Context: an optimization exercise on an open-source flow, tuned for small area. The choices shown serve that exercise and are no tape-out recipe.
Function was checked by simulation only, so behaviour that the tests miss may differ from the original.
The clock port is modelled as an ideal driver, which makes a skipped or thinned clock tree look cheaper than it is; a real chip needs a root buffer or a tree.
Power is estimated from default activity; no workload was simulated.

## GMII_MAC_RX
module GMII_MAC_RX #
(    
    parameter [31:0] ip1 = {8'd192, 8'd168, 8'd0, 8'd1},
    parameter [31:0] ip2 = {8'd192, 8'd168, 8'd0, 8'd2},
    parameter [31:0] ip3 = {8'd192, 8'd168, 8'd0, 8'd3},
    parameter [31:0] ip4 = {8'd192, 8'd168, 8'd1, 8'd102},
    parameter [31:0] ip5 = {8'd192, 8'd168, 8'd0, 8'd5}
) (
    input wire reset
    ,input wire rx_clk
    ,input wire [7:0] rxd
    ,input wire rxdv
    ,input wire rxer
    ,output wire [7:0] data_out
    ,output wire IP_is_matched
    ,output reg error
    ,output reg CRC_ok
);
localparam [3:0]
    SM_IDLE      = 4'd0,
    SM_PRMBL_RDY = 4'd1,
    SM_SFD       = 4'd2,
    SM_CRC       = 4'd3,
    SM_ERROR     = 4'd4,
    SM_IPG       = 4'd5,
    SM_HEAD_MAC  = 4'd8,
    SM_FR_TYPE   = 4'd9,
    SM_FR_VLAN   = 4'd10,
    SM_PAYLOAD   = 4'd11,
    SM_IP_DEST   = 4'd12;
assign data_out = rxd;
reg [3:0] st, nx;
reg [10:0] cnt;
reg tags_le1, tags_even;
reg type_vlan;               
reg [2:0] ip_st;             
reg crc_ok_r;                
reg [1:0] crc_ok_age;        
wire crc_shift_ok = (crc_ok_age != 2'd3);
wire s_idle  = (st == SM_IDLE);
wire s_prmbl = (st == SM_PRMBL_RDY);
wire s_sfd   = (st == SM_SFD);
  ...
export LEC_CHECK = 0
export CAP_MARGIN = 20
export CORE_MARGIN = 2
export CORE_UTILIZATION = 75
export SLEW_MARGIN = 20
create_clock -name core_clock -period 8.0 [get_ports {rx_clk}]
standard.sh (not shown) runs the stock make flow with config.mk's settings and CLKGATE_MAP_FILE= SYNTH_SCRIPT=/design/flow/synth_recipe.tcl, a recipe that flattens the netlist after the stock synthesis.
==> flow/flow/run.sh <==
#!/bin/bash
# The standard layout (standard.sh) with these changes:
#  - synthesis maps the logic with area-oriented ABC scripts (synth.tcl,
#    abc_*.script) and keeps the smallest result; the registers are the
#    standard synthesis's;
#  - the port buffers are the smallest buffer cell;
#  - the clock reaches the registers through two clkbuf_16 cells, each
#    driving a group of nearby registers (post_cts.tcl, clock_tree.tcl).
set -euo pipefail
FD=$(cd "$(dirname "$0")" && pwd)
bash standard.sh \
  SYNTH_SCRIPT="$FD/synth.tcl" \
  BUFFER_PORTS_ARGS="-buffer_cell sky130_fd_sc_hd__buf_1" \
  CTS_ARGS="-sink_clustering_enable -repair_clock_nets -buf_list sky130_fd_sc_hd__clkbuf_8 -dont_use_dummy_load" \
  POST_CTS_TCL="$FD/post_cts.tcl" \
  finish > standard.log 2>&1
==> flow/flow/post_cts.tcl <==
# ORFS hook run at the end of the CTS step (POST_CTS_TCL): replace the
# clock tree by two clkbuf_16 cells, then legalize their placement.
source [file join [file dirname [file normalize [info script]]] clock_tree.tcl]
replace_clock_tree rx_clk 2 sky130_fd_sc_hd__clkbuf_16
detailed_placement
check_placement -verbose
estimate_parasitics -placement
report_clock_skew
Other scripts of this flow, unchanged in this note and not shown: flow/flow/abc_a.script, flow/flow/abc_b.script, flow/flow/abc_c.script, flow/flow/abc_s1b.script, flow/flow/abc_s1c.script, flow/flow/abc_s2b.script, flow/flow/abc_s2c.script, flow/flow/clock_tree.tcl, flow/flow/synth.tcl
Rerun with:
--- a/flow/flow/run.sh
+++ b/flow/flow/run.sh
@@ -6,3 +6,3 @@
 #  - the port buffers are the smallest buffer cell;
-#  - the clock reaches the registers through two clkbuf_16 cells, each
+#  - the clock reaches the registers through three clkbuf_16 cells, each
 #    driving a group of nearby registers (post_cts.tcl, clock_tree.tcl).
==> flow/flow/post_cts.tcl (replaced) <==
# ORFS hook run at the end of the CTS step (POST_CTS_TCL): replace the
# clock tree by three clkbuf_16 cells, then legalize their placement.
source [file join [file dirname [file normalize [info script]]] clock_tree.tcl]
replace_clock_tree rx_clk 3 sky130_fd_sc_hd__clkbuf_16
detailed_placement
check_placement -verbose
estimate_parasitics -placement
report_clock_skew
Settings changed: CORE_UTILIZATION 75 to 60.
Outcome: Cell area climbs by 1.0%; total power came out higher by 3.7%; worst setup slack gets better by 60 ps; die area rises by 23%; hold slack is worse by 4.5 ps.
Rerun with:
--- a/flow/flow/run.sh
+++ b/flow/flow/run.sh
@@ -6,3 +6,3 @@
 #  - the port buffers are the smallest buffer cell;
-#  - the clock reaches the registers through three clkbuf_16 cells, each
+#  - the clock reaches the registers through two clkbuf_16 cells, each
 #    driving a group of nearby registers (post_cts.tcl, clock_tree.tcl).
==> flow/flow/post_cts.tcl (replaced) <==
# ORFS hook run at the end of the CTS step (POST_CTS_TCL): replace the
# clock tree by two clkbuf_16 cells, then legalize their placement.
source [file join [file dirname [file normalize [info script]]] clock_tree.tcl]
replace_clock_tree rx_clk 2 sky130_fd_sc_hd__clkbuf_16
detailed_placement
check_placement -verbose
estimate_parasitics -placement
report_clock_skew
Settings changed: CORE_UTILIZATION 60 to 85.
Effect:
- The changed run stopped in 3_1_place_gp_skip_io (GPL-0301)
- area after synthesis does not change
- synthesized cell count stays the same
The clock cells of the first and second runs of this note come from the design's own scripts or RTL, not from TritonCTS.


GMII_MAC_RX, a different RTL version from the one above (not shown whole).
For scale: ~430 cells after synthesis, roughly 61 flip-flops, about 23 I/O pins, roughly 3900 um2 of cells after synthesis.
==> flow/config.mk <==
export PLATFORM = sky130hd
export DESIGN_NAME = GMII_MAC_RX
export DESIGN_NICKNAME = GMII_MAC_RX
export VERILOG_FILES = /design/flow/design.v
export SDC_FILE = /design/flow/constraint.sdc
export NUM_CORES = 4
export LEC_CHECK = 0
export CAP_MARGIN = 20
export CORE_MARGIN = 2
export CORE_UTILIZATION = 65
export CTS_CLUSTER_DIAMETER = 100
export CTS_CLUSTER_SIZE = 30
export SLEW_MARGIN = 20
==> flow/constraint.sdc <==
create_clock -name core_clock -period 8.0 [get_ports {rx_clk}]
set_input_delay 1.6000 -clock core_clock [delete_from_list [all_inputs] [get_ports {rx_clk}]]
set_output_delay 1.6000 -clock core_clock [all_outputs]
set_load 0.01 [all_outputs]
run.sh (not shown) runs the stock make flow with config.mk's settings and CLKGATE_MAP_FILE= SYNTH_SCRIPT=/design/flow/synth_recipe.tcl, a recipe that flattens the netlist after the stock synthesis.
Stock flow here: none of the scripts above is used.
Next try:
- CORE_UTILIZATION: 65 -> 40
- CTS_BUF_LIST: not set -> sky130_fd_sc_hd__clkbuf_8
- CTS_CLUSTER_DIAMETER: 100 -> 500
- CTS_CLUSTER_SIZE: 30 -> 100
Result:
- setup slack got worse by 6.2 ps
- die area is higher by well over a third
- cell count climbs by roughly a tenth
- area after synthesis is unchanged
- first-iteration DRC count decreases by well over a third
- total power drops slightly
- cell area climbs slightly
- via count decreases by a few percent
- clock skew came out higher by 6.4 ps
- register-to-register slack gets better by 30 ps
- synthesized cell count stays the same
Next try:
- CTS_BUF_LIST: sky130_fd_sc_hd__clkbuf_8 -> not set
- CTS_CLUSTER_DIAMETER: 500 -> not set
- CTS_CLUSTER_SIZE: 100 -> not set
What happened: The changed run completed without violations. Worst hold slack stays the same. Setup slack does not change. Die area stays the same. Routed wire length is unchanged. Power stays the same.


== 05-06 ==
Another version of the RTL of GMII_MAC_RX (not shown whole).
Size: ~400 cells after synthesis, roughly 60 flip-flops, roughly 23 I/O pins.
Settings: LEC_CHECK=0, CAP_MARGIN=20, CORE_MARGIN=2, CORE_UTILIZATION=60, SLEW_MARGIN=20; clock period 8.0 ns.
standard.sh (not shown) runs the stock make flow with config.mk's settings and CLKGATE_MAP_FILE= SYNTH_SCRIPT=/design/flow/synth_recipe.tcl, a recipe that flattens the netlist after the stock synthesis.
==> flow/flow/run.sh <==
#!/bin/bash
# The standard layout (standard.sh) with these changes:
#  - synthesis maps the logic with area-oriented ABC scripts (synth.tcl,
#    abc_*.script) and keeps the smallest result; the registers are the
#    standard synthesis's;
#  - the port buffers are the smallest buffer cell;
#  - the clock reaches the registers through three clkbuf_16 cells, each
#    driving a group of nearby registers (post_cts.tcl, clock_tree.tcl).
set -euo pipefail
FD=$(cd "$(dirname "$0")" && pwd)
bash standard.sh \
  SYNTH_SCRIPT="$FD/synth.tcl" \
  BUFFER_PORTS_ARGS="-buffer_cell sky130_fd_sc_hd__buf_1" \
  CTS_ARGS="-sink_clustering_enable -repair_clock_nets -buf_list sky130_fd_sc_hd__clkbuf_8 -dont_use_dummy_load" \
  POST_CTS_TCL="$FD/post_cts.tcl" \
  finish > standard.log 2>&1
==> flow/flow/abc_a.script <==
strash
&get -n
&st
&syn2
&if -g -K 6
&synch2
&st
&syn2
&if -g -K 6
&synch2
&deepsyn -T 60
&put
strash
dch -f
amap
==> flow/flow/abc_b.script <==
strash
&get -n
&st
&syn2
&if -g -K 6
&synch2
&st
&syn2
&if -g -K 6
&synch2
&deepsyn -T 60
&put
strash
dch -f
amap -m
==> flow/flow/abc_c.script <==
strash
&get -n
&st
&syn2
&if -g -K 6
&synch2
&st
&syn2
&if -g -K 6
&synch2
&deepsyn -T 60
&put
strash
dch -f
&get -n
&nf -p -R 1000
&put
==> flow/flow/synth.tcl <==
# The standard flow's synthesis script (synth_recipe.tcl) with one change: ABC maps the
# logic with area-oriented scripts (abc_*.script beside this file) instead of
# ORFS's speed script; each is tried and the smallest result is kept.
# Registers are mapped before ABC runs, so they are the standard synthesis's.
set my_dir [file dirname [file normalize [info script]]]
proc synth {args} { yosys synth -nofsm -noshare {*}$args }
proc abc {args} {
  set i [lsearch $args -script]
  set j [lsearch $args -liberty]
  if {$i < 0 || $j < 0} { yosys abc {*}$args; return }
  set lib [lindex $args [expr {$j+1}]]
  set scripts [lsort [glob -directory $::my_dir abc_*.script]]
  yosys design -save pre_abc
  set best_area -1
  set best_script ""
  foreach s $scripts {
    yosys design -load pre_abc
    lset args [expr {$i+1}] $s
    yosys abc {*}$args
    set f [file join $::env(OBJECTS_DIR) abc_area.txt]
    yosys tee -q -o $f stat -liberty $lib
    set fh [open $f]; set txt [read $fh]; close $fh
    regexp {Chip area for module [^:]*:\s*([0-9.]+)} $txt -> area
    puts "ABC script $s: area $area"
    if {$best_area < 0 || $area < $best_area} {
      set best_area $area
      set best_script $s
      yosys design -save best_abc
    }
  }
  puts "ABC script kept: $best_script (area $best_area)"
  yosys design -load best_abc
}
source $::env(SCRIPTS_DIR)/synth.tcl
# left out here: clear keep_hierarchy, flatten, clean up, hide names made inside functions, write 1_2_yosys.v
Other scripts of this flow, unchanged in this note and not shown: flow/flow/clock_tree.tcl, flow/flow/post_cts.tcl
Per the final summary, 05-06 finished and its layout is clean on timing, DRC and antenna.
Input changes introduced in 03-26 (baseline for comparison: 05-06):
-- flow/flow/run.sh --
<<< 05-06, line 1
#!/bin/bash
# The standard layout (standard.sh) with these changes:
#  - synthesis maps the logic with area-oriented ABC scripts (synth.tcl,
#    abc_*.script) and keeps the smallest result; the registers are the
#    standard synthesis's;
#  - the port buffers are the smallest buffer cell;
#  - the clock reaches the registers through three clkbuf_16 cells, each
>>> 03-26, line 1
#!/bin/bash
# The standard layout (standard.sh) with these changes:
#  - synthesis maps the logic with an area-oriented ABC script (synth.tcl,
#    abc_area.script); the registers are the standard synthesis's;
#  - the port buffers are the smallest buffer cell;
#  - the clock reaches the registers through three clkbuf_16 cells, each
==> flow/flow/abc_area.script (new file) <==
strash
&get -n
&st
&syn2
&if -g -K 6
&synch2
&st
&syn2
&if -g -K 6
&synch2
&deepsyn -T 60
&put
strash
dch -f
amap
==> flow/flow/synth.tcl <==
# The standard flow's synthesis script (synth_recipe.tcl) with one change: ABC maps the
# logic with an area-oriented script (abc_area.script beside this file)
# instead of ORFS's speed script. Registers are mapped before ABC runs, so
# they are the same as in the standard synthesis.
set my_abc_script [file join [file dirname [file normalize [info script]]] abc_area.script]
proc synth {args} { yosys synth -nofsm -noshare {*}$args }
proc abc {args} {
  set i [lsearch $args -script]
  if {$i >= 0} { lset args [expr {$i+1}] $::my_abc_script }
  yosys abc {*}$args
}
source $::env(SCRIPTS_DIR)/synth.tcl
# left out here: clear keep_hierarchy, flatten, clean up, hide names made inside functions, write 1_2_yosys.v
removed: flow/flow/abc_a.script
removed: flow/flow/abc_b.script
removed: flow/flow/abc_c.script
[summary]
There was hardly any difference in vertical die dimension between 03-26 and 05-06.
Looking at proportion of power drawn by the clock network, 03-26 sits above 05-06.
Against 05-06 as the reference, 03-26 delivers a higher global-route usage.
Compared 03-26 against 05-06; clock group power within noise.
From 03-26 to 05-06, area of all sequential standard cells did not move at all.
For die extent in x, 03-26 and 05-06 come out practically identical.
Between 03-26 and 05-06, it is 03-26 whose vias per cell is higher, by 0.81%.
In every run of this note, the design's own scripts or RTL, not TritonCTS, make the clock network.

## port drivers added, routing unchanged
The results above use ideal ports. As a check the final layouts listed here were re-extracted and re-timed, cells and wires unchanged. Step 1, drivers: a clkbuf_16 drives rx_clk and a buf_2 each remaining input, both assumed. Step 2, shift: input delay + t, output delay - t, t = (earliest + latest rising clock arrival at the registers) / 2. This alone moves slack from input paths to output paths. a / b / c = ideal ports / drivers / drivers and shift; a / b = the first two.
run | t (ns) | slack for setup (ns) | slew at the worst register clock pin (ns) | cell pins on the clock port's net
the first run of note 1 | 0.213 | 4.299 / 4.324 / 4.111 | 0.11 / 0.11 | 2
the second run of note 1 | 0.210 | 4.359 / 4.349 / 4.193 | 0.10 / 0.10 | 3
the first run of note 2 | 0.376 | 3.540 / 3.515 / 3.515 | 0.08 / 0.08 | 1
the second run of note 2 | 0.374 | 3.534 / 3.509 / 3.509 | 0.08 / 0.08 | 1
the third run of note 2 | 0.374 | 3.534 / 3.509 / 3.509 | 0.08 / 0.08 | 1
05-06 | 0.208 | 4.208 / 4.251 / 4.043 | 0.08 / 0.08 | 3
03-26 | 0.212 | 4.183 / 4.226 / 4.014 | 0.09 / 0.09 | 3
After both steps every run listed still meets setup and hold. For the first run of note 1, which loses most, drivers alone change the setup slack by +0.025 ns; drivers and shift together by -0.188 ns.
